From an optimization exercise on the open Yosys and OpenROAD flow, aimed at small area, a short achievable clock period and few clock cycles per item; shortcuts taken in it are not production practice.
In this exercise RTL edits were held to simulation tests only and were not proved equivalent to the original.

==> flow/design.v (excerpt) <==
module Milestone_1 (
		input logic clock,
		input logic resetn,
		input logic start,
		output logic done,
		input logic  [15:0] SRAM_read_data,
		output logic [15:0] SRAM_write_data,
		output logic SRAM_we_n,
		output logic [17:0] SRAM_address
);
localparam S_PEND = 2'd0, S_LO = 2'd1, S_HI = 2'd2, S_DUP = 2'd3;
localparam W_BR = 2'd0, W_GB = 2'd1, W_RG = 2'd2;
typedef struct packed {
	logic       shift;
	logic [1:0] src;
	logic       pend_ld, rdq_ld, yw_ld, qy_hi, qy_lo, evenld, qyt_ld, qu_f, qv_f, b0_ld, xsel, xsel2, xsel3, xsel4;
	logic [1:0] wsel;
	logic       wr, rd_y, yodd, rd_c, cv, fin;
	logic [1:0] cd;
} ctl_t;
function automatic ctl_t decode(input logic [4:0] f, input logic [6:0] kk, input logic last);
	ctl_t d;
	logic k79, k78;
	k79 = (kk == 7'd79);
	k78 = (kk == 7'd78);
	d = '0;
	if (!k79) begin
		case (f)
			5'd1: begin d.shift = 1'b1; d.src = S_PEND; end
			5'd2: begin d.shift = 1'b1; d.src = S_LO; end
			5'd6, 5'd7: begin d.shift = 1'b1; d.src = k78 ? S_DUP : S_HI; end
			default: d.src = S_DUP;
		endcase
	end else begin
		case (f)
			5'd1, 5'd2, 5'd6, 5'd7, 5'd13, 5'd14, 5'd15, 5'd16: begin d.shift = 1'b1; d.src = S_DUP; end
			5'd8, 5'd12, 5'd19, 5'd20: begin d.shift = 1'b1; d.src = S_HI; end
			5'd17: begin d.shift = 1'b1; d.src = S_PEND; end
			5'd18: begin d.shift = 1'b1; d.src = S_LO; end
			default: d.src = S_DUP;
		endcase
	end
	d.pend_ld = (f == 5'd6) || (k79 && (f == 5'd8 || f == 5'd19));
	d.rdq_ld  = (f == 5'd2) || (f == 5'd6) || (k79 && (f == 5'd11 || f == 5'd18 || f == 5'd19));
	d.yw_ld   = (f == 5'd1) || (f == 5'd7) || (k79 && f == 5'd20);
	d.qy_hi   = (f == 5'd4) || (!k79 && f == 5'd9) || (k79 && f == 5'd22);
	d.qy_lo   = (f == 5'd0) || (f == 5'd5);
	d.evenld  = (f == 5'd0) || (f == 5'd5);
	d.qyt_ld  = (f == 5'd0) || (f == 5'd3) || (f == 5'd5) || (f == 5'd8);
	d.qu_f    = (f == 5'd2 || f == 5'd7);
	d.qv_f    = (f == 5'd3 || f == 5'd8);
  ...
Size: about 370 flip-flops.
==> flow/config.mk <==
export PLATFORM = sky130hd
export DESIGN_NAME = Milestone_1
export DESIGN_NICKNAME = Milestone_1
export VERILOG_FILES = /design/flow/design.v
export SDC_FILE = /design/flow/constraint.sdc
export NUM_CORES = 4
export LEC_CHECK = 0
export CAP_MARGIN = 20
export CORE_MARGIN = 2
export CORE_UTILIZATION = 55
export CTS_BUF_LIST = sky130_fd_sc_hd__clkbuf_8 sky130_fd_sc_hd__clkbuf_16
export CTS_CLUSTER_DIAMETER = 80
export CTS_CLUSTER_SIZE = 16
export SLEW_MARGIN = 20
==> flow/constraint.sdc <==
create_clock -name core_clock -period 11.0 [get_ports {clock}]
set_input_delay 2.2000 -clock core_clock [delete_from_list [all_inputs] [get_ports {clock}]]
set_output_delay 2.2000 -clock core_clock [all_outputs]
set_load 0.01 [all_outputs]
standard.sh (not shown) runs the stock make flow with config.mk's settings and CLKGATE_MAP_FILE= SYNTH_SCRIPT=/design/flow/synth_recipe.tcl, a recipe that flattens the netlist after the stock synthesis.
==> flow/flow/run.sh <==
#!/bin/bash
# Standard ORFS layout, with timing repair aiming below the clock period
# (setup repair margin 7.8 ns on the 11 ns clock).
set -e
export SETUP_SLACK_MARGIN=7.8
bash standard.sh > standard.log 2>&1
The baseline ran to the end with no violations.
Testbench counts at the start, summed over its fixed seeds: cycles 1,561,032, images 8.
Rerun with:
==> flow/flow/run.sh (replaced) <==
#!/bin/bash
# Standard ORFS layout, with timing repair aiming below the clock period
# (setup repair margin 7.5 ns on the 11 ns clock).
set -e
export SETUP_SLACK_MARGIN=7.5
bash standard.sh > standard.log 2>&1
Settings changed: CORE_UTILIZATION 55 to 40.
Effect: Global-route usage is lower by 7.6 points; sequential share of layout area is higher by 0.53 points; wire length is lower by a few percent; via count is lower by a few percent; area after synthesis is unchanged; synthesized cell count stays the same; maximum frequency is higher slightly.

## port drivers added, routing unchanged
Ports are ideal in the flow. The routed layouts listed here were re-timed in OpenROAD. Step 1 (the two cells are an assumption about what drives the block):
set clk [get_ports {clock}]
set_driving_cell -lib_cell sky130_fd_sc_hd__clkbuf_16 $clk
set_driving_cell -lib_cell sky130_fd_sc_hd__buf_2 [delete_from_list [all_inputs] $clk]
Step 2 also shifts input and output timing later by t, the mid clock arrival at the registers, as if the neighbouring blocks saw the same clock. Three values: ideal ports, drivers, drivers and shift; two values: the first two.
| run | t (ns) | slack for setup (ns) | pins driven straight from the clock port |
|---|---|---|---|
| the first run | 0.653 | 7.478 / 7.478 / 7.209 | 1 |
| the second run | 0.666 | 7.524 / 7.483 / 6.887 | 1 |
After both steps setup and hold are still met in every run listed. For the second run, which loses most, drivers alone change the setup slack by -0.041 ns; drivers and shift together by -0.637 ns.
